This design comes from an exercise in tuning for small area and a short achievable clock period on the open sky130 flow, not from production work. RTL that was checked went through simulation tests only; none was proved equivalent to the original. No functional check of the RTL was part of run 2.

==> flow/design.v (outline; a module is shown in full before it is edited, if it fits) <==
// module rotational_cordic: 3256 lines
module rotational_cordic (
  output logic data_out_rot,
  output logic [15:0] xprime,
  output logic [15:0] yprime,
  input logic [15:0] x,
  input logic [15:0] y,
  input logic [15:0] theta,
  input logic clk, reset, start
);
  // ...
==> flow/flow/run.sh <==
#!/bin/bash
set -euo pipefail
export BUFFER_PORTS_ARGS="-buffer_cell sky130_fd_sc_hd__buf_2"
export SETUP_SLACK_MARGIN=9.4
bash standard.sh finish > standard.log 2>&1
==> flow/standard.sh <==
#!/bin/bash
# synth_recipe.tcl (not shown) runs the flow's synth.tcl, then flattens the netlist and writes it again
# the make line also repeats each setting of config.mk as NAME=value (left out here)
make -C /OpenROAD-flow-scripts/flow DESIGN_CONFIG=/design/flow/config.mk WORK_HOME=/design/flow/orfs CLKGATE_MAP_FILE= SYNTH_SCRIPT=/design/flow/synth_recipe.tcl "${@:-finish}"
==> flow/config.mk <==
export PLATFORM = sky130hd
export DESIGN_NAME = rotational_cordic
export DESIGN_NICKNAME = rotational_cordic
export VERILOG_FILES = /design/flow/design.v
export SDC_FILE = /design/flow/constraint.sdc
export NUM_CORES = 4
export LEC_CHECK = 0
export CAP_MARGIN = 20
export CORE_MARGIN = 2
export CORE_UTILIZATION = 65
export CTS_CLUSTER_DIAMETER = 60
export CTS_CLUSTER_SIZE = 25
export SLEW_MARGIN = 20
==> flow/constraint.sdc <==
create_clock -name core_clock -period 13.0 [get_ports {clk}]
set_input_delay 2.6000 -clock core_clock [delete_from_list [all_inputs] [get_ports {clk}]]
set_output_delay 2.6000 -clock core_clock [all_outputs]
set_load 0.01 [all_outputs]
==> flow_metrics.py, run 1 <==
metrics = {
    "run_status": {
        "outcome": "no timing/DRC/antenna violations",
    },
    "routing": {
        "wl_per_cell_um": 14.4,
        "met1Wirelength_um": 38500,
        "routed_via_density": 5.22,
    },
    "synth": {
        "synthTopCellsByArea": "dfxtp_1 (36%), ha_1 (14%), fa_1 (9.2%)",
        "synth_compound_area_share_pct": 10.2,
        "ys_seq_elements": 835,
        "synth_ff_type": "dfxtp_1",
        "synth-edff-count": 0,
        "synth_xor_area_share_pct": 14.7,
        "yosys-top-cells-count": "dfxtp_1 (816), inv_1 (584), ha_1 (503)",
    },
    "cells_and_area": {
        "largest_class": "multi-input gates",
        "multiInputGateArea_um2": 26300,
        "design.seq.count": 835,
        "fin_area_um2": 49300,
        "nonClkBufAreaFrac_pct": 1.28,
        "n_clock_buffer": 67,
        "mostFrequentLayoutCell": "dfxtp_1",
    },
    "cts": {
        "cts_tree": "yes",
        "root_buffer": "clkbuf_16",
        "clk_pin_slew_ns": 0.09,
    },
    "floorplanning": {
        "die_y_um": 268,
        "coreArea_um2": 68900,
    },
    "timing": {
        "hold_violations": 0,
        "timing.hold.ws_ns": 0.315,
        "clock.fmax_mhz": 267,
        "postLayoutSetupSlackWorst_ns": 9.26,
        "worst_slew_pin_slew_ns": 0.729,
    },
    "worst_setup_path": {
        "crit_slowest_cell": "dfrtp_1",
        "startpoint_type": "flop",
        "reg2reg_depth": 13,
        "cp_cell_sequence": "buf_2",
        "cp.depth": 1,
    },
    "hold_path": {
        "min_path_cells": 0,
        "min_to": "t10[4]",
    },
    "placed_design": {
        "hpwl_um": 63800,
    },
}
==> inputs of run 2 (changes only) <==
--- a/flow/design.v
+++ b/flow/design.v
@@ -2166,88 +2166,522 @@
 assign n9_v = v8;
 logic s8; assign s8 = ~t8[7];
 logic signed [16:0] hx8, hy8;
 assign hx8 = y8 >>> 8;
 assign hy8 = x8 >>> 8;
 logic [16:0] ax8, ay8;
 assign ax8 = hx8 ^ {17{~s8}};
 assign ay8 = hy8 ^ {17{s8}};
-logic [16:0] ex8;
-logic [9:0] ex8_lo;
-assign ex8_lo = {1'b0, x8[8:0]} + {1'b0, ax8[8:0]} + {9'd0, ~s8};
-logic ex8_inc, ex8_dec;
-assign ex8_inc = ex8_lo[9] & ~ax8[16];
-assign ex8_dec = ~ex8_lo[9] & ax8[16];
-assign ex8[8:0] = ex8_lo[8:0];
-assign ex8[9] = x8[9] ^ (ex8_inc | ex8_dec);
-assign ex8[10] = x8[10] ^ ((ex8_inc & (&x8[9:9])) | (ex8_dec & ~(|x8[9:9])));
-assign ex8[11] = x8[11] ^ ((ex8_inc & (&x8[10:9])) | (ex8_dec & ~(|x8[10:9])));
-assign ex8[12] = x8[12] ^ ((ex8_inc & (&x8[11:9])) | (ex8_dec & ~(|x8[11:9])));
-assign ex8[13] = x8[13] ^ ((ex8_inc & (&x8[12:9])) | (ex8_dec & ~(|x8[12:9])));
-assign ex8[14] = x8[14] ^ ((ex8_inc & (&x8[13:9])) | (ex8_dec & ~(|x8[13:9])));
-assign ex8[15] = x8[15] ^ ((ex8_inc & (&x8[14:9])) | (ex8_dec & ~(|x8[14:9])));
-assign ex8[16] = x8[16] ^ ((ex8_inc & (&x8[15:9])) | (ex8_dec & ~(|x8[15:9])));
-logic [16:0] ey8;
-logic [9:0] ey8_lo;
-assign ey8_lo = {1'b0, y8[8:0]} + {1'b0, ay8[8:0]} + {9'd0, s8};
-logic ey8_inc, ey8_dec;
-assign ey8_inc = ey8_lo[9] & ~ay8[16];
-assign ey8_dec = ~ey8_lo[9] & ay8[16];
-assign ey8[8:0] = ey8_lo[8:0];
-assign ey8[9] = y8[9] ^ (ey8_inc | ey8_dec);
-assign ey8[10] = y8[10] ^ ((ey8_inc & (&y8[9:9])) | (ey8_dec & ~(|y8[9:9])));
-assign ey8[11] = y8[11] ^ ((ey8_inc & (&y8[10:9])) | (ey8_dec & ~(|y8[10:9])));
-assign ey8[12] = y8[12] ^ ((ey8_inc & (&y8[11:9])) | (ey8_dec & ~(|y8[11:9])));
-assign ey8[13] = y8[13] ^ ((ey8_inc & (&y8[12:9])) | (ey8_dec & ~(|y8[12:9])));
-assign ey8[14] = y8[14] ^ ((ey8_inc & (&y8[13:9])) | (ey8_dec & ~(|y8[13:9])));
-assign ey8[15] = y8[15] ^ ((ey8_inc & (&y8[14:9])) | (ey8_dec & ~(|y8[14:9])));
-assign ey8[16] = y8[16] ^ ((ey8_inc & (&y8[15:9])) | (ey8_dec & ~(|y8[15:9])));
+logic [16:0] ex8_p, ex8_g, ex8;
+logic [17:0] ex8_c;
+assign ex8_p = x8 ^ ax8;
+assign ex8_g = x8 & ax8;
+assign ex8_c[0] = ~s8;
+logic ex8_g0;
+assign ex8_g0 = ex8_g[0] | (ex8_p[0] & ~s8);
+logic ex8_bg1, ex8_bp1;
+assign ex8_bg1 = ex8_g[1] | (ex8_p[1] & ex8_g0);
+assign ex8_bp1 = ex8_p[1] & ex8_p[0];
+logic ex8_bg2, ex8_bp2;
+assign ex8_bg2 = ex8_g[3] | (ex8_p[3] & ex8_g[2]);
+assign ex8_bp2 = ex8_p[3] & ex8_p[2];
+logic ex8_bg3, ex8_bp3;
+assign ex8_bg3 = ex8_g[5] | (ex8_p[5] & ex8_g[4]);
+assign ex8_bp3 = ex8_p[5] & ex8_p[4];
+logic ex8_bg4, ex8_bp4;
+assign ex8_bg4 = ex8_g[7] | (ex8_p[7] & ex8_g[6]);
+assign ex8_bp4 = ex8_p[7] & ex8_p[6];
+logic ex8_bg5, ex8_bp5;
+assign ex8_bg5 = ex8_g[9] | (ex8_p[9] & ex8_g[8]);
+assign ex8_bp5 = ex8_p[9] & ex8_p[8];
+logic ex8_bg6, ex8_bp6;
+assign ex8_bg6 = ex8_g[11] | (ex8_p[11] & ex8_g[10]);
+assign ex8_bp6 = ex8_p[11] & ex8_p[10];
+logic ex8_bg7, ex8_bp7;
+assign ex8_bg7 = ex8_g[13] | (ex8_p[13] & ex8_g[12]);
+assign ex8_bp7 = ex8_p[13] & ex8_p[12];
+logic ex8_bg8, ex8_bp8;
+assign ex8_bg8 = ex8_g[15] | (ex8_p[15] & ex8_g[14]);
+assign ex8_bp8 = ex8_p[15] & ex8_p[14];
+logic ex8_bg9, ex8_bp9;
+assign ex8_bg9 = ex8_g[2] | (ex8_p[2] & ex8_bg1);
+assign ex8_bp9 = ex8_p[2] & ex8_bp1;
+logic ex8_bg10, ex8_bp10;
+assign ex8_bg10 = ex8_bg2 | (ex8_bp2 & ex8_bg1);
+assign ex8_bp10 = ex8_bp2 & ex8_bp1;
+logic ex8_bg11, ex8_bp11;
+assign ex8_bg11 = ex8_g[6] | (ex8_p[6] & ex8_bg3);
+assign ex8_bp11 = ex8_p[6] & ex8_bp3;
+logic ex8_bg12, ex8_bp12;
+assign ex8_bg12 = ex8_bg4 | (ex8_bp4 & ex8_bg3);
+assign ex8_bp12 = ex8_bp4 & ex8_bp3;
+logic ex8_bg13, ex8_bp13;
+assign ex8_bg13 = ex8_g[10] | (ex8_p[10] & ex8_bg5);
+assign ex8_bp13 = ex8_p[10] & ex8_bp5;
+logic ex8_bg14, ex8_bp14;
+assign ex8_bg14 = ex8_bg6 | (ex8_bp6 & ex8_bg5);
+assign ex8_bp14 = ex8_bp6 & ex8_bp5;
+logic ex8_bg15, ex8_bp15;
+assign ex8_bg15 = ex8_g[14] | (ex8_p[14] & ex8_bg7);
+assign ex8_bp15 = ex8_p[14] & ex8_bp7;
+logic ex8_bg16, ex8_bp16;
+assign ex8_bg16 = ex8_bg8 | (ex8_bp8 & ex8_bg7);
+assign ex8_bp16 = ex8_bp8 & ex8_bp7;
+logic ex8_bg17, ex8_bp17;
+assign ex8_bg17 = ex8_g[4] | (ex8_p[4] & ex8_bg10);
+assign ex8_bp17 = ex8_p[4] & ex8_bp10;
+logic ex8_bg18, ex8_bp18;
+assign ex8_bg18 = ex8_bg3 | (ex8_bp3 & ex8_bg10);
+assign ex8_bp18 = ex8_bp3 & ex8_bp10;
+logic ex8_bg19, ex8_bp19;
+assign ex8_bg19 = ex8_bg11 | (ex8_bp11 & ex8_bg10);
+assign ex8_bp19 = ex8_bp11 & ex8_bp10;
+logic ex8_bg20, ex8_bp20;
+assign ex8_bg20 = ex8_bg12 | (ex8_bp12 & ex8_bg10);
+assign ex8_bp20 = ex8_bp12 & ex8_bp10;
+logic ex8_bg21, ex8_bp21;
+assign ex8_bg21 = ex8_g[12] | (ex8_p[12] & ex8_bg14);
+assign ex8_bp21 = ex8_p[12] & ex8_bp14;
+logic ex8_bg22, ex8_bp22;
+assign ex8_bg22 = ex8_bg7 | (ex8_bp7 & ex8_bg14);
+assign ex8_bp22 = ex8_bp7 & ex8_bp14;
+logic ex8_bg23, ex8_bp23;
+assign ex8_bg23 = ex8_bg15 | (ex8_bp15 & ex8_bg14);
+assign ex8_bp23 = ex8_bp15 & ex8_bp14;
+logic ex8_bg24, ex8_bp24;
+assign ex8_bg24 = ex8_bg16 | (ex8_bp16 & ex8_bg14);
+assign ex8_bp24 = ex8_bp16 & ex8_bp14;
+logic ex8_bg25, ex8_bp25;
+assign ex8_bg25 = ex8_g[8] | (ex8_p[8] & ex8_bg20);
+assign ex8_bp25 = ex8_p[8] & ex8_bp20;
+logic ex8_bg26, ex8_bp26;
+assign ex8_bg26 = ex8_bg5 | (ex8_bp5 & ex8_bg20);
+assign ex8_bp26 = ex8_bp5 & ex8_bp20;
+logic ex8_bg27, ex8_bp27;
+assign ex8_bg27 = ex8_bg13 | (ex8_bp13 & ex8_bg20);
+assign ex8_bp27 = ex8_bp13 & ex8_bp20;
+logic ex8_bg28, ex8_bp28;
+assign ex8_bg28 = ex8_bg14 | (ex8_bp14 & ex8_bg20);
+assign ex8_bp28 = ex8_bp14 & ex8_bp20;
+logic ex8_bg29, ex8_bp29;
+assign ex8_bg29 = ex8_bg21 | (ex8_bp21 & ex8_bg20);
+assign ex8_bp29 = ex8_bp21 & ex8_bp20;
+logic ex8_bg30, ex8_bp30;
+assign ex8_bg30 = ex8_bg22 | (ex8_bp22 & ex8_bg20);
+assign ex8_bp30 = ex8_bp22 & ex8_bp20;
+logic ex8_bg31, ex8_bp31;
+assign ex8_bg31 = ex8_bg23 | (ex8_bp23 & ex8_bg20);
+assign ex8_bp31 = ex8_bp23 & ex8_bp20;
+logic ex8_bg32, ex8_bp32;
+assign ex8_bg32 = ex8_bg24 | (ex8_bp24 & ex8_bg20);
+assign ex8_bp32 = ex8_bp24 & ex8_bp20;
+logic ex8_bg33, ex8_bp33;
+assign ex8_bg33 = ex8_g[16] | (ex8_p[16] & ex8_bg32);
+assign ex8_bp33 = ex8_p[16] & ex8_bp32;
+assign ex8_c[1] = ex8_g0;
+assign ex8_c[2] = ex8_bg1;
+assign ex8_c[3] = ex8_bg9;
+assign ex8_c[4] = ex8_bg10;
+assign ex8_c[5] = ex8_bg17;
+assign ex8_c[6] = ex8_bg18;
+assign ex8_c[7] = ex8_bg19;
+assign ex8_c[8] = ex8_bg20;
+assign ex8_c[9] = ex8_bg25;
+assign ex8_c[10] = ex8_bg26;
+assign ex8_c[11] = ex8_bg27;
+assign ex8_c[12] = ex8_bg28;
+assign ex8_c[13] = ex8_bg29;
+assign ex8_c[14] = ex8_bg30;
+assign ex8_c[15] = ex8_bg31;
+assign ex8_c[16] = ex8_bg32;
+assign ex8_c[17] = ex8_bg33;
+assign ex8 = ex8_p ^ ex8_c[16:0];
+logic [16:0] ey8_p, ey8_g, ey8;
+logic [17:0] ey8_c;
+assign ey8_p = y8 ^ ay8;
+assign ey8_g = y8 & ay8;
+assign ey8_c[0] = s8;
+logic ey8_g0;
+assign ey8_g0 = ey8_g[0] | (ey8_p[0] & s8);
+logic ey8_bg1, ey8_bp1;
+assign ey8_bg1 = ey8_g[1] | (ey8_p[1] & ey8_g0);
+assign ey8_bp1 = ey8_p[1] & ey8_p[0];
+logic ey8_bg2, ey8_bp2;
+assign ey8_bg2 = ey8_g[3] | (ey8_p[3] & ey8_g[2]);
+assign ey8_bp2 = ey8_p[3] & ey8_p[2];
+logic ey8_bg3, ey8_bp3;
+assign ey8_bg3 = ey8_g[5] | (ey8_p[5] & ey8_g[4]);
+assign ey8_bp3 = ey8_p[5] & ey8_p[4];
+logic ey8_bg4, ey8_bp4;
+assign ey8_bg4 = ey8_g[7] | (ey8_p[7] & ey8_g[6]);
+assign ey8_bp4 = ey8_p[7] & ey8_p[6];
+logic ey8_bg5, ey8_bp5;
+assign ey8_bg5 = ey8_g[9] | (ey8_p[9] & ey8_g[8]);
+assign ey8_bp5 = ey8_p[9] & ey8_p[8];
+logic ey8_bg6, ey8_bp6;
+assign ey8_bg6 = ey8_g[11] | (ey8_p[11] & ey8_g[10]);
+assign ey8_bp6 = ey8_p[11] & ey8_p[10];
+logic ey8_bg7, ey8_bp7;
+assign ey8_bg7 = ey8_g[13] | (ey8_p[13] & ey8_g[12]);
+assign ey8_bp7 = ey8_p[13] & ey8_p[12];
+logic ey8_bg8, ey8_bp8;
+assign ey8_bg8 = ey8_g[15] | (ey8_p[15] & ey8_g[14]);
+assign ey8_bp8 = ey8_p[15] & ey8_p[14];
+logic ey8_bg9, ey8_bp9;
+assign ey8_bg9 = ey8_g[2] | (ey8_p[2] & ey8_bg1);
+assign ey8_bp9 = ey8_p[2] & ey8_bp1;
+logic ey8_bg10, ey8_bp10;
+assign ey8_bg10 = ey8_bg2 | (ey8_bp2 & ey8_bg1);
+assign ey8_bp10 = ey8_bp2 & ey8_bp1;
+logic ey8_bg11, ey8_bp11;
+assign ey8_bg11 = ey8_g[6] | (ey8_p[6] & ey8_bg3);
+assign ey8_bp11 = ey8_p[6] & ey8_bp3;
+logic ey8_bg12, ey8_bp12;
+assign ey8_bg12 = ey8_bg4 | (ey8_bp4 & ey8_bg3);
+assign ey8_bp12 = ey8_bp4 & ey8_bp3;
+logic ey8_bg13, ey8_bp13;
+assign ey8_bg13 = ey8_g[10] | (ey8_p[10] & ey8_bg5);
+assign ey8_bp13 = ey8_p[10] & ey8_bp5;
+logic ey8_bg14, ey8_bp14;
+assign ey8_bg14 = ey8_bg6 | (ey8_bp6 & ey8_bg5);
+assign ey8_bp14 = ey8_bp6 & ey8_bp5;
+logic ey8_bg15, ey8_bp15;
+assign ey8_bg15 = ey8_g[14] | (ey8_p[14] & ey8_bg7);
+assign ey8_bp15 = ey8_p[14] & ey8_bp7;
+logic ey8_bg16, ey8_bp16;
+assign ey8_bg16 = ey8_bg8 | (ey8_bp8 & ey8_bg7);
+assign ey8_bp16 = ey8_bp8 & ey8_bp7;
+logic ey8_bg17, ey8_bp17;
+assign ey8_bg17 = ey8_g[4] | (ey8_p[4] & ey8_bg10);
+assign ey8_bp17 = ey8_p[4] & ey8_bp10;
+logic ey8_bg18, ey8_bp18;
+assign ey8_bg18 = ey8_bg3 | (ey8_bp3 & ey8_bg10);
+assign ey8_bp18 = ey8_bp3 & ey8_bp10;
+logic ey8_bg19, ey8_bp19;
+assign ey8_bg19 = ey8_bg11 | (ey8_bp11 & ey8_bg10);
+assign ey8_bp19 = ey8_bp11 & ey8_bp10;
+logic ey8_bg20, ey8_bp20;
+assign ey8_bg20 = ey8_bg12 | (ey8_bp12 & ey8_bg10);
+assign ey8_bp20 = ey8_bp12 & ey8_bp10;
+logic ey8_bg21, ey8_bp21;
+assign ey8_bg21 = ey8_g[12] | (ey8_p[12] & ey8_bg14);
+assign ey8_bp21 = ey8_p[12] & ey8_bp14;
+logic ey8_bg22, ey8_bp22;
+assign ey8_bg22 = ey8_bg7 | (ey8_bp7 & ey8_bg14);
+assign ey8_bp22 = ey8_bp7 & ey8_bp14;
+logic ey8_bg23, ey8_bp23;
+assign ey8_bg23 = ey8_bg15 | (ey8_bp15 & ey8_bg14);
+assign ey8_bp23 = ey8_bp15 & ey8_bp14;
+logic ey8_bg24, ey8_bp24;
+assign ey8_bg24 = ey8_bg16 | (ey8_bp16 & ey8_bg14);
+assign ey8_bp24 = ey8_bp16 & ey8_bp14;
+logic ey8_bg25, ey8_bp25;
+assign ey8_bg25 = ey8_g[8] | (ey8_p[8] & ey8_bg20);
+assign ey8_bp25 = ey8_p[8] & ey8_bp20;
+logic ey8_bg26, ey8_bp26;
+assign ey8_bg26 = ey8_bg5 | (ey8_bp5 & ey8_bg20);
+assign ey8_bp26 = ey8_bp5 & ey8_bp20;
+logic ey8_bg27, ey8_bp27;
+assign ey8_bg27 = ey8_bg13 | (ey8_bp13 & ey8_bg20);
+assign ey8_bp27 = ey8_bp13 & ey8_bp20;
+logic ey8_bg28, ey8_bp28;
+assign ey8_bg28 = ey8_bg14 | (ey8_bp14 & ey8_bg20);
+assign ey8_bp28 = ey8_bp14 & ey8_bp20;
+logic ey8_bg29, ey8_bp29;
+assign ey8_bg29 = ey8_bg21 | (ey8_bp21 & ey8_bg20);
+assign ey8_bp29 = ey8_bp21 & ey8_bp20;
+logic ey8_bg30, ey8_bp30;
+assign ey8_bg30 = ey8_bg22 | (ey8_bp22 & ey8_bg20);
+assign ey8_bp30 = ey8_bp22 & ey8_bp20;
+logic ey8_bg31, ey8_bp31;
+assign ey8_bg31 = ey8_bg23 | (ey8_bp23 & ey8_bg20);
+assign ey8_bp31 = ey8_bp23 & ey8_bp20;
+logic ey8_bg32, ey8_bp32;
+assign ey8_bg32 = ey8_bg24 | (ey8_bp24 & ey8_bg20);
+assign ey8_bp32 = ey8_bp24 & ey8_bp20;
+logic ey8_bg33, ey8_bp33;
+assign ey8_bg33 = ey8_g[16] | (ey8_p[16] & ey8_bg32);
+assign ey8_bp33 = ey8_p[16] & ey8_bp32;
+assign ey8_c[1] = ey8_g0;
+assign ey8_c[2] = ey8_bg1;
+assign ey8_c[3] = ey8_bg9;
+assign ey8_c[4] = ey8_bg10;
+assign ey8_c[5] = ey8_bg17;
+assign ey8_c[6] = ey8_bg18;
+assign ey8_c[7] = ey8_bg19;
+assign ey8_c[8] = ey8_bg20;
+assign ey8_c[9] = ey8_bg25;
+assign ey8_c[10] = ey8_bg26;
+assign ey8_c[11] = ey8_bg27;
+assign ey8_c[12] = ey8_bg28;
+assign ey8_c[13] = ey8_bg29;
+assign ey8_c[14] = ey8_bg30;
+assign ey8_c[15] = ey8_bg31;
+assign ey8_c[16] = ey8_bg32;
+assign ey8_c[17] = ey8_bg33;
+assign ey8 = ey8_p ^ ey8_c[16:0];
 assign n9_x = ex8; assign n9_y = ey8;
 assign n9_t = t8[6:0];
 assign n10_v = v9;
 logic s9; assign s9 = ~t9[6];
 logic signed [16:0] hx9, hy9;
 assign hx9 = y9 >>> 9;
 assign hy9 = x9 >>> 9;
 logic [16:0] ax9, ay9;
 assign ax9 = hx9 ^ {17{~s9}};
 assign ay9 = hy9 ^ {17{s9}};
-logic [16:0] ex9;
-logic [8:0] ex9_lo;
-assign ex9_lo = {1'b0, x9[7:0]} + {1'b0, ax9[7:0]} + {8'd0, ~s9};
-logic ex9_inc, ex9_dec;
-assign ex9_inc = ex9_lo[8] & ~ax9[16];
-assign ex9_dec = ~ex9_lo[8] & ax9[16];
-assign ex9[7:0] = ex9_lo[7:0];
-assign ex9[8] = x9[8] ^ (ex9_inc | ex9_dec);
-assign ex9[9] = x9[9] ^ ((ex9_inc & (&x9[8:8])) | (ex9_dec & ~(|x9[8:8])));
-assign ex9[10] = x9[10] ^ ((ex9_inc & (&x9[9:8])) | (ex9_dec & ~(|x9[9:8])));
-assign ex9[11] = x9[11] ^ ((ex9_inc & (&x9[10:8])) | (ex9_dec & ~(|x9[10:8])));
-assign ex9[12] = x9[12] ^ ((ex9_inc & (&x9[11:8])) | (ex9_dec & ~(|x9[11:8])));
-assign ex9[13] = x9[13] ^ ((ex9_inc & (&x9[12:8])) | (ex9_dec & ~(|x9[12:8])));
-assign ex9[14] = x9[14] ^ ((ex9_inc & (&x9[13:8])) | (ex9_dec & ~(|x9[13:8])));
-assign ex9[15] = x9[15] ^ ((ex9_inc & (&x9[14:8])) | (ex9_dec & ~(|x9[14:8])));
-assign ex9[16] = x9[16] ^ ((ex9_inc & (&x9[15:8])) | (ex9_dec & ~(|x9[15:8])));
-logic [16:0] ey9;
-logic [8:0] ey9_lo;
-assign ey9_lo = {1'b0, y9[7:0]} + {1'b0, ay9[7:0]} + {8'd0, s9};
-logic ey9_inc, ey9_dec;
-assign ey9_inc = ey9_lo[8] & ~ay9[16];
-assign ey9_dec = ~ey9_lo[8] & ay9[16];
-assign ey9[7:0] = ey9_lo[7:0];
-assign ey9[8] = y9[8] ^ (ey9_inc | ey9_dec);
-assign ey9[9] = y9[9] ^ ((ey9_inc & (&y9[8:8])) | (ey9_dec & ~(|y9[8:8])));
-assign ey9[10] = y9[10] ^ ((ey9_inc & (&y9[9:8])) | (ey9_dec & ~(|y9[9:8])));
-assign ey9[11] = y9[11] ^ ((ey9_inc & (&y9[10:8])) | (ey9_dec & ~(|y9[10:8])));
-assign ey9[12] = y9[12] ^ ((ey9_inc & (&y9[11:8])) | (ey9_dec & ~(|y9[11:8])));
-assign ey9[13] = y9[13] ^ ((ey9_inc & (&y9[12:8])) | (ey9_dec & ~(|y9[12:8])));
-assign ey9[14] = y9[14] ^ ((ey9_inc & (&y9[13:8])) | (ey9_dec & ~(|y9[13:8])));
-assign ey9[15] = y9[15] ^ ((ey9_inc & (&y9[14:8])) | (ey9_dec & ~(|y9[14:8])));
-assign ey9[16] = y9[16] ^ ((ey9_inc & (&y9[15:8])) | (ey9_dec & ~(|y9[15:8])));
+logic [16:0] ex9_p, ex9_g, ex9;
+logic [17:0] ex9_c;
+assign ex9_p = x9 ^ ax9;
+assign ex9_g = x9 & ax9;
+assign ex9_c[0] = ~s9;
+logic ex9_g0;
+assign ex9_g0 = ex9_g[0] | (ex9_p[0] & ~s9);
+logic ex9_bg1, ex9_bp1;
+assign ex9_bg1 = ex9_g[1] | (ex9_p[1] & ex9_g0);
+assign ex9_bp1 = ex9_p[1] & ex9_p[0];
+logic ex9_bg2, ex9_bp2;
+assign ex9_bg2 = ex9_g[3] | (ex9_p[3] & ex9_g[2]);
+assign ex9_bp2 = ex9_p[3] & ex9_p[2];
+logic ex9_bg3, ex9_bp3;
+assign ex9_bg3 = ex9_g[5] | (ex9_p[5] & ex9_g[4]);
+assign ex9_bp3 = ex9_p[5] & ex9_p[4];
+logic ex9_bg4, ex9_bp4;
+assign ex9_bg4 = ex9_g[7] | (ex9_p[7] & ex9_g[6]);
+assign ex9_bp4 = ex9_p[7] & ex9_p[6];
+logic ex9_bg5, ex9_bp5;
+assign ex9_bg5 = ex9_g[9] | (ex9_p[9] & ex9_g[8]);
+assign ex9_bp5 = ex9_p[9] & ex9_p[8];
+logic ex9_bg6, ex9_bp6;
+assign ex9_bg6 = ex9_g[11] | (ex9_p[11] & ex9_g[10]);
+assign ex9_bp6 = ex9_p[11] & ex9_p[10];
+logic ex9_bg7, ex9_bp7;
+assign ex9_bg7 = ex9_g[13] | (ex9_p[13] & ex9_g[12]);
+assign ex9_bp7 = ex9_p[13] & ex9_p[12];
+logic ex9_bg8, ex9_bp8;
+assign ex9_bg8 = ex9_g[15] | (ex9_p[15] & ex9_g[14]);
+assign ex9_bp8 = ex9_p[15] & ex9_p[14];
+logic ex9_bg9, ex9_bp9;
+assign ex9_bg9 = ex9_g[2] | (ex9_p[2] & ex9_bg1);
+assign ex9_bp9 = ex9_p[2] & ex9_bp1;
+logic ex9_bg10, ex9_bp10;
+assign ex9_bg10 = ex9_bg2 | (ex9_bp2 & ex9_bg1);
+assign ex9_bp10 = ex9_bp2 & ex9_bp1;
+logic ex9_bg11, ex9_bp11;
+assign ex9_bg11 = ex9_g[6] | (ex9_p[6] & ex9_bg3);
+assign ex9_bp11 = ex9_p[6] & ex9_bp3;
+logic ex9_bg12, ex9_bp12;
+assign ex9_bg12 = ex9_bg4 | (ex9_bp4 & ex9_bg3);
+assign ex9_bp12 = ex9_bp4 & ex9_bp3;
+logic ex9_bg13, ex9_bp13;
+assign ex9_bg13 = ex9_g[10] | (ex9_p[10] & ex9_bg5);
+assign ex9_bp13 = ex9_p[10] & ex9_bp5;
+logic ex9_bg14, ex9_bp14;
+assign ex9_bg14 = ex9_bg6 | (ex9_bp6 & ex9_bg5);
+assign ex9_bp14 = ex9_bp6 & ex9_bp5;
+logic ex9_bg15, ex9_bp15;
+assign ex9_bg15 = ex9_g[14] | (ex9_p[14] & ex9_bg7);
+assign ex9_bp15 = ex9_p[14] & ex9_bp7;
+logic ex9_bg16, ex9_bp16;
+assign ex9_bg16 = ex9_bg8 | (ex9_bp8 & ex9_bg7);
+assign ex9_bp16 = ex9_bp8 & ex9_bp7;
+logic ex9_bg17, ex9_bp17;
+assign ex9_bg17 = ex9_g[4] | (ex9_p[4] & ex9_bg10);
+assign ex9_bp17 = ex9_p[4] & ex9_bp10;
+logic ex9_bg18, ex9_bp18;
+assign ex9_bg18 = ex9_bg3 | (ex9_bp3 & ex9_bg10);
+assign ex9_bp18 = ex9_bp3 & ex9_bp10;
+logic ex9_bg19, ex9_bp19;
+assign ex9_bg19 = ex9_bg11 | (ex9_bp11 & ex9_bg10);
+assign ex9_bp19 = ex9_bp11 & ex9_bp10;
+logic ex9_bg20, ex9_bp20;
+assign ex9_bg20 = ex9_bg12 | (ex9_bp12 & ex9_bg10);
+assign ex9_bp20 = ex9_bp12 & ex9_bp10;
+logic ex9_bg21, ex9_bp21;
+assign ex9_bg21 = ex9_g[12] | (ex9_p[12] & ex9_bg14);
+assign ex9_bp21 = ex9_p[12] & ex9_bp14;
+logic ex9_bg22, ex9_bp22;
+assign ex9_bg22 = ex9_bg7 | (ex9_bp7 & ex9_bg14);
+assign ex9_bp22 = ex9_bp7 & ex9_bp14;
+logic ex9_bg23, ex9_bp23;
+assign ex9_bg23 = ex9_bg15 | (ex9_bp15 & ex9_bg14);
+assign ex9_bp23 = ex9_bp15 & ex9_bp14;
+logic ex9_bg24, ex9_bp24;
+assign ex9_bg24 = ex9_bg16 | (ex9_bp16 & ex9_bg14);
+assign ex9_bp24 = ex9_bp16 & ex9_bp14;
+logic ex9_bg25, ex9_bp25;
+assign ex9_bg25 = ex9_g[8] | (ex9_p[8] & ex9_bg20);
+assign ex9_bp25 = ex9_p[8] & ex9_bp20;
+logic ex9_bg26, ex9_bp26;
+assign ex9_bg26 = ex9_bg5 | (ex9_bp5 & ex9_bg20);
+assign ex9_bp26 = ex9_bp5 & ex9_bp20;
+logic ex9_bg27, ex9_bp27;
+assign ex9_bg27 = ex9_bg13 | (ex9_bp13 & ex9_bg20);
+assign ex9_bp27 = ex9_bp13 & ex9_bp20;
+logic ex9_bg28, ex9_bp28;
+assign ex9_bg28 = ex9_bg14 | (ex9_bp14 & ex9_bg20);
+assign ex9_bp28 = ex9_bp14 & ex9_bp20;
+logic ex9_bg29, ex9_bp29;
+assign ex9_bg29 = ex9_bg21 | (ex9_bp21 & ex9_bg20);
+assign ex9_bp29 = ex9_bp21 & ex9_bp20;
+logic ex9_bg30, ex9_bp30;
+assign ex9_bg30 = ex9_bg22 | (ex9_bp22 & ex9_bg20);
+assign ex9_bp30 = ex9_bp22 & ex9_bp20;
+logic ex9_bg31, ex9_bp31;
+assign ex9_bg31 = ex9_bg23 | (ex9_bp23 & ex9_bg20);
+assign ex9_bp31 = ex9_bp23 & ex9_bp20;
+logic ex9_bg32, ex9_bp32;
+assign ex9_bg32 = ex9_bg24 | (ex9_bp24 & ex9_bg20);
+assign ex9_bp32 = ex9_bp24 & ex9_bp20;
+logic ex9_bg33, ex9_bp33;
+assign ex9_bg33 = ex9_g[16] | (ex9_p[16] & ex9_bg32);
+assign ex9_bp33 = ex9_p[16] & ex9_bp32;
+assign ex9_c[1] = ex9_g0;
+assign ex9_c[2] = ex9_bg1;
+assign ex9_c[3] = ex9_bg9;
+assign ex9_c[4] = ex9_bg10;
+assign ex9_c[5] = ex9_bg17;
+assign ex9_c[6] = ex9_bg18;
+assign ex9_c[7] = ex9_bg19;
+assign ex9_c[8] = ex9_bg20;
+assign ex9_c[9] = ex9_bg25;
+assign ex9_c[10] = ex9_bg26;
+assign ex9_c[11] = ex9_bg27;
+assign ex9_c[12] = ex9_bg28;
+assign ex9_c[13] = ex9_bg29;
+assign ex9_c[14] = ex9_bg30;
+assign ex9_c[15] = ex9_bg31;
+assign ex9_c[16] = ex9_bg32;
+assign ex9_c[17] = ex9_bg33;
+assign ex9 = ex9_p ^ ex9_c[16:0];
+logic [16:0] ey9_p, ey9_g, ey9;
+logic [17:0] ey9_c;
+assign ey9_p = y9 ^ ay9;
+assign ey9_g = y9 & ay9;
+assign ey9_c[0] = s9;
+logic ey9_g0;
+assign ey9_g0 = ey9_g[0] | (ey9_p[0] & s9);
+logic ey9_bg1, ey9_bp1;
+assign ey9_bg1 = ey9_g[1] | (ey9_p[1] & ey9_g0);
+assign ey9_bp1 = ey9_p[1] & ey9_p[0];
+logic ey9_bg2, ey9_bp2;
+assign ey9_bg2 = ey9_g[3] | (ey9_p[3] & ey9_g[2]);
+assign ey9_bp2 = ey9_p[3] & ey9_p[2];
+logic ey9_bg3, ey9_bp3;
+assign ey9_bg3 = ey9_g[5] | (ey9_p[5] & ey9_g[4]);
+assign ey9_bp3 = ey9_p[5] & ey9_p[4];
+logic ey9_bg4, ey9_bp4;
+assign ey9_bg4 = ey9_g[7] | (ey9_p[7] & ey9_g[6]);
+assign ey9_bp4 = ey9_p[7] & ey9_p[6];
+logic ey9_bg5, ey9_bp5;
+assign ey9_bg5 = ey9_g[9] | (ey9_p[9] & ey9_g[8]);
+assign ey9_bp5 = ey9_p[9] & ey9_p[8];
+logic ey9_bg6, ey9_bp6;
+assign ey9_bg6 = ey9_g[11] | (ey9_p[11] & ey9_g[10]);
+assign ey9_bp6 = ey9_p[11] & ey9_p[10];
+logic ey9_bg7, ey9_bp7;
+assign ey9_bg7 = ey9_g[13] | (ey9_p[13] & ey9_g[12]);
+assign ey9_bp7 = ey9_p[13] & ey9_p[12];
+logic ey9_bg8, ey9_bp8;
+assign ey9_bg8 = ey9_g[15] | (ey9_p[15] & ey9_g[14]);
+assign ey9_bp8 = ey9_p[15] & ey9_p[14];
+logic ey9_bg9, ey9_bp9;
+assign ey9_bg9 = ey9_g[2] | (ey9_p[2] & ey9_bg1);
+assign ey9_bp9 = ey9_p[2] & ey9_bp1;
+logic ey9_bg10, ey9_bp10;
+assign ey9_bg10 = ey9_bg2 | (ey9_bp2 & ey9_bg1);
+assign ey9_bp10 = ey9_bp2 & ey9_bp1;
+logic ey9_bg11, ey9_bp11;
+assign ey9_bg11 = ey9_g[6] | (ey9_p[6] & ey9_bg3);
+assign ey9_bp11 = ey9_p[6] & ey9_bp3;
+logic ey9_bg12, ey9_bp12;
+assign ey9_bg12 = ey9_bg4 | (ey9_bp4 & ey9_bg3);
+assign ey9_bp12 = ey9_bp4 & ey9_bp3;
+logic ey9_bg13, ey9_bp13;
+assign ey9_bg13 = ey9_g[10] | (ey9_p[10] & ey9_bg5);
+assign ey9_bp13 = ey9_p[10] & ey9_bp5;
+logic ey9_bg14, ey9_bp14;
+assign ey9_bg14 = ey9_bg6 | (ey9_bp6 & ey9_bg5);
+assign ey9_bp14 = ey9_bp6 & ey9_bp5;
+logic ey9_bg15, ey9_bp15;
+assign ey9_bg15 = ey9_g[14] | (ey9_p[14] & ey9_bg7);
+assign ey9_bp15 = ey9_p[14] & ey9_bp7;
+logic ey9_bg16, ey9_bp16;
+assign ey9_bg16 = ey9_bg8 | (ey9_bp8 & ey9_bg7);
+assign ey9_bp16 = ey9_bp8 & ey9_bp7;
+logic ey9_bg17, ey9_bp17;
+assign ey9_bg17 = ey9_g[4] | (ey9_p[4] & ey9_bg10);
+assign ey9_bp17 = ey9_p[4] & ey9_bp10;
+logic ey9_bg18, ey9_bp18;
+assign ey9_bg18 = ey9_bg3 | (ey9_bp3 & ey9_bg10);
+assign ey9_bp18 = ey9_bp3 & ey9_bp10;
+logic ey9_bg19, ey9_bp19;
+assign ey9_bg19 = ey9_bg11 | (ey9_bp11 & ey9_bg10);
+assign ey9_bp19 = ey9_bp11 & ey9_bp10;
+logic ey9_bg20, ey9_bp20;
+assign ey9_bg20 = ey9_bg12 | (ey9_bp12 & ey9_bg10);
+assign ey9_bp20 = ey9_bp12 & ey9_bp10;
+logic ey9_bg21, ey9_bp21;
+assign ey9_bg21 = ey9_g[12] | (ey9_p[12] & ey9_bg14);
+assign ey9_bp21 = ey9_p[12] & ey9_bp14;
+logic ey9_bg22, ey9_bp22;
+assign ey9_bg22 = ey9_bg7 | (ey9_bp7 & ey9_bg14);
+assign ey9_bp22 = ey9_bp7 & ey9_bp14;
+logic ey9_bg23, ey9_bp23;
+assign ey9_bg23 = ey9_bg15 | (ey9_bp15 & ey9_bg14);
+assign ey9_bp23 = ey9_bp15 & ey9_bp14;
+logic ey9_bg24, ey9_bp24;
+assign ey9_bg24 = ey9_bg16 | (ey9_bp16 & ey9_bg14);
+assign ey9_bp24 = ey9_bp16 & ey9_bp14;
+logic ey9_bg25, ey9_bp25;
+assign ey9_bg25 = ey9_g[8] | (ey9_p[8] & ey9_bg20);
+assign ey9_bp25 = ey9_p[8] & ey9_bp20;
+logic ey9_bg26, ey9_bp26;
+assign ey9_bg26 = ey9_bg5 | (ey9_bp5 & ey9_bg20);
+assign ey9_bp26 = ey9_bp5 & ey9_bp20;
+logic ey9_bg27, ey9_bp27;
+assign ey9_bg27 = ey9_bg13 | (ey9_bp13 & ey9_bg20);
+assign ey9_bp27 = ey9_bp13 & ey9_bp20;
+logic ey9_bg28, ey9_bp28;
+assign ey9_bg28 = ey9_bg14 | (ey9_bp14 & ey9_bg20);
+assign ey9_bp28 = ey9_bp14 & ey9_bp20;
+logic ey9_bg29, ey9_bp29;
+assign ey9_bg29 = ey9_bg21 | (ey9_bp21 & ey9_bg20);
+assign ey9_bp29 = ey9_bp21 & ey9_bp20;
+logic ey9_bg30, ey9_bp30;
+assign ey9_bg30 = ey9_bg22 | (ey9_bp22 & ey9_bg20);
+assign ey9_bp30 = ey9_bp22 & ey9_bp20;
+logic ey9_bg31, ey9_bp31;
+assign ey9_bg31 = ey9_bg23 | (ey9_bp23 & ey9_bg20);
+assign ey9_bp31 = ey9_bp23 & ey9_bp20;
+logic ey9_bg32, ey9_bp32;
+assign ey9_bg32 = ey9_bg24 | (ey9_bp24 & ey9_bg20);
+assign ey9_bp32 = ey9_bp24 & ey9_bp20;
+logic ey9_bg33, ey9_bp33;
+assign ey9_bg33 = ey9_g[16] | (ey9_p[16] & ey9_bg32);
+assign ey9_bp33 = ey9_p[16] & ey9_bp32;
+assign ey9_c[1] = ey9_g0;
+assign ey9_c[2] = ey9_bg1;
+assign ey9_c[3] = ey9_bg9;
+assign ey9_c[4] = ey9_bg10;
+assign ey9_c[5] = ey9_bg17;
+assign ey9_c[6] = ey9_bg18;
+assign ey9_c[7] = ey9_bg19;
+assign ey9_c[8] = ey9_bg20;
+assign ey9_c[9] = ey9_bg25;
+assign ey9_c[10] = ey9_bg26;
+assign ey9_c[11] = ey9_bg27;
+assign ey9_c[12] = ey9_bg28;
+assign ey9_c[13] = ey9_bg29;
+assign ey9_c[14] = ey9_bg30;
+assign ey9_c[15] = ey9_bg31;
+assign ey9_c[16] = ey9_bg32;
+assign ey9_c[17] = ey9_bg33;
+assign ey9 = ey9_p ^ ey9_c[16:0];
 assign n10_x = ex9; assign n10_y = ey9;
 assign n10_t = t9[5:0];
 assign n11_v = v10;
 logic s10; assign s10 = ~t10[5];
 logic signed [16:0] hx10, hy10;
 assign hx10 = y10 >>> 10;
 assign hy10 = x10 >>> 10;
 logic [16:0] ax10, ay10;
==> flow/config.mk (replaced) <==
export PLATFORM = sky130hd
export DESIGN_NAME = rotational_cordic
export DESIGN_NICKNAME = rotational_cordic
export VERILOG_FILES = /design/flow/design.v
export SDC_FILE = /design/flow/constraint.sdc
export NUM_CORES = 4
export LEC_CHECK = 0
export CAP_MARGIN = 20
export CORE_MARGIN = 2
export CORE_UTILIZATION = 75
export CTS_CLUSTER_DIAMETER = 100
export CTS_CLUSTER_SIZE = 30
export SLEW_MARGIN = 20
==> run 2 against run 1 <==
  * Fmax rose by 1.2%
  * Global-route usage rose by 2.9 points
  * Sequential cell count did not move
  * Register-to-register slack improved by 0.02 ns
  * Clock skew rose by 0.0076 ns
  * Core utilization rose by 8.5 points
  * Critical path type unchanged
  * Critical endpoint unchanged
  * Largest cell class unchanged
==> flow_metrics.py, run 2 <==
metrics = {
    "hold_path": {
        "hp-class": "flop to flop",
        "min_path_cells": 0,
    },
    "synth": {
        "synthMuxAreaShare_pct": 0.605,
        "yosys.area_share.simple_pct": 7.52,
        "synth_top_family_by_area": "adder cells",
        "synth_xor_area_share_pct": 15.4,
        "ys_seq_elements": 835,
        "syn-num-nets": 5255,
        "synth_area_um2": 45500,
        "ys_types": 59,
        "async_flop_share_pct": 2.28,
        "yosysMostFrequentCell": "dfxtp_1",
        "synthTopCellsByArea": "dfxtp_1 (36%), ha_1 (14%), fa_1 (9.7%)",
        "syn_area_per_cell_um2": 10.2,
        "yosysTopAreaCellShare_pct": 35.9,
        "yosys-top-cells-count": "dfxtp_1 (816), inv_1 (590), ha_1 (521)",
        "synth-seq-area-share_pct": 36.9,
        "synth_ff_type": "dfxtp_1",
        "synth_area_leader_cell": "dfxtp_1",
        "synth-edff-count": 0,
        "yosys_warnings": 1,
        "syn_inst": 4462,
        "yosys.area_share.adder_pct": 24.0,
        "synth_compound_area_share_pct": 10.2,
    },
    "worst_setup_path": {
        "cp.required_ns": 10.40,
        "cp_cell_sequence": "buf_2",
        "path_max_fanout": 1,
        "max_stage_delay_ns": 0.37,
        "cp.depth": 1,
        "arrival_ns": 1.09,
        "reg2reg_depth": 13,
        "end_kind": "output pin",
        "crit_type": "flop to output pin",
        "startpoint_type": "flop",
        "critical-path-top-delay-family": "flip-flops",
        "crit_slowest_cell": "dfrtp_1",
        "cp.buffers_inverters": 1,
    },
    "timing": {
        "rsz0062_at_grt": "true",
        "finalCritPeriodShare_pct": 28.4,
        "relSlewSlack_pct": 32.0,
        "fin_skew_ns": 0.0316,
        "hold_violations": 0,
        "maxSlewViolCount": 0,
        "timing.final.crit_period_ns": 3.69,
        "fin_tns_setup_ns": 0,
        "clock.fmax_mhz": 271,
        "worst_slew_pin_slew_ns": 1.02,
        "finalSetupViolCount": 0,
    },
    "grt": {
        "grt_use_total_pct": 25.9,
        "antenna_found_initial": 0,
        "grt_pass1_vias": 29428,
        "grt_pass1_wl_um": 135000,
        "grt_start_max_net_pins": 42,
        "grt_overflow": 0,
    },
    "placed_design": {
        "dpl-instance-area_um2": 46800,
        "gp_congestion": 0.890,
        "hpwl_um": 63000,
        "io_buffers": 83,
    },
    "cts": {
        "clk_pin_slew_ns": 0.11,
        "cts_sinks": 835,
        "clock_latency_ns": 0.60,
        "cts_tree": "yes",
        "cts_buffers": 35,
        "htree_num_levels": 2,
        "root_buffer": "clkbuf_16",
        "clockBufferDepth": 3,
    },
    "floorplanning": {
        "num_io_pins": 84,
        "die_y_um": 250,
        "placementRows": 90,
        "die_x_um": 250,
        "die_area_um2": 62700,
        "coreArea_um2": 60100,
        "start_util_pct": 75.7,
    },
    "cells_and_area": {
        "syn_to_final_growth_pct": 5.72,
        "diodes": 0,
        "fillers": 3962,
        "mostFrequentLayoutCell": "dfxtp_1",
        "num-nets-final": 5336,
        "fin_area_um2": 48100,
        "mostFrequentLayoutCells": "dfxtp_1 (790), inv_1 (588), ha_1 (521)",
        "drive_gt1_share_pct": 4.74,
    },
    "routing": {
        "ant_nets": 0,
        "drt_iter0_markers": 1272,
        "routed_via_density": 5.42,
        "wl_per_cell_um": 14.9,
        "via_count": 28923,
        "first_pass_iters": 7,
        "routed_wl_um": 79500,
        "drc": 0,
    },
    "job": {
        "maxCapViolations": 0,
    },
    "run_status": {
        "outcome": "no timing/DRC/antenna violations",
    },
}
[run 2: changes by cell type in the layout (fill, tap and decap cells not counted), moves of 19 or more]
cell	change
a211oi_1	-21
a21boi_0	-19
a21o_1	+23
a21oi_1	+21
a31oi_1	+24
clkbuf_16	-24
nand2_1	-24
nand3_1	-24
nor2_1	-63
nor3_1	-37
o21ai_0	+27
xnor2_1	+29
[run 2: layout make-up]
class | instances | area [µm²] | area share [%]
flip-flops and latches | 835 | 16900 | 35.0
inverters | 590 | 2220 | 4.62
multi-input cells | 2981 | 26400 | 54.8
clock inverters | 7 | 119 | 0.247
clock buffers | 44 | 972 | 2.02
repair buffers | 100 | 581 | 1.21
well taps | 782 | 978 | 2.03
[run 2: cell families (layout without fill, tap and decap cells)]
logic type / Yosys count / after routing
flops: 835 / 835
xor+xnor: 798 / 798
compound gates: 747 / 747
fa+ha+maj: 742 / 742
simple gates: 667 / 667
buf+inv: 646 / 741
mux: 27 / 27
[run 2: path summary, 6_finish.rpt]
check	start	end	slack, ns
worst min-delay path	t12[0]	t13[0]	0.32
min in group asynchronous	reset	v3	2.10
worst max register to register	y13[13]	x14[16]	9.60
max in group asynchronous	reset	v16	10.44
worst max-delay path	v18	data_out_rot	9.31
worst min register to register	t12[0]	t13[0]	0.32
[run 2: metrics by stage]
| step | hold WS [ns] | instances | util (%) | setup slack (ns) |
|---|---|---|---|---|
| 2_1_floorplan | 0.310 | 4462 | - | 9.41 |
| 3_3_place_gp | 0.310 | 5277 | 77.8 | 9.08 |
| 3_5_place_dp | 0.312 | 5277 | 77.8 | 8.99 |
| 4_1_cts | 0.325 | 5331 | 79.7 | 9.26 |
| 5_1_grt | 0.336 | 5339 | 80.0 | 9.26 |
| 6_report | 0.325 | 5339 | 80.0 | 9.31 |
[run 2: repair_timing]
| action | 4_1_cts | 5_1_grt |
|---|---|---|
| setup buffers | 3 | 8 |
| endpoints found under the setup margin | 59 | 89 |
| pin swaps | 0 | 0 |
| gates resized for setup | 15 | 42 |
| hold buffers | 0 | 0 |
[run 2: metal layers]
metal  global-route usage, %  up-vias  routed length (µm)
li1                        -    14837                   -
met1                    33.0    13686               35900
met4                    6.54        0                1810
met2                    46.9      293               39700
met5                       0        -                   0
met3                    2.73      107                2090

afterwards: timing with drivers on the ports:
No port has a modelled driver above. Below, the same layouts with a new extraction and two added sets of constraints.
Step 1 (the two cells are an assumption about what drives the block):
set clk [get_ports {clk}]
set_driving_cell -lib_cell sky130_fd_sc_hd__clkbuf_16 $clk
set_driving_cell -lib_cell sky130_fd_sc_hd__buf_2 [delete_from_list [all_inputs] $clk]
Step 2 also shifts input and output timing later by t, the mid clock arrival at the registers, as if the neighbouring blocks saw the same clock.
Slacks: ideal ports / drivers / drivers and shift; pairs: ideal ports / drivers.
run	t, ns	setup WS [ns]	latest minus earliest clock arrival (ns)	worst data-port slew with drivers (ns)	pins driven straight from the clock port
run 1	0.699	9.262 / 9.195 / 9.578	0.032 / 0.032	0.04	1
run 2	0.652	9.306 / 9.241 / 9.598	0.033 / 0.034	0.05	1
After both steps setup and hold are still met in every run listed.
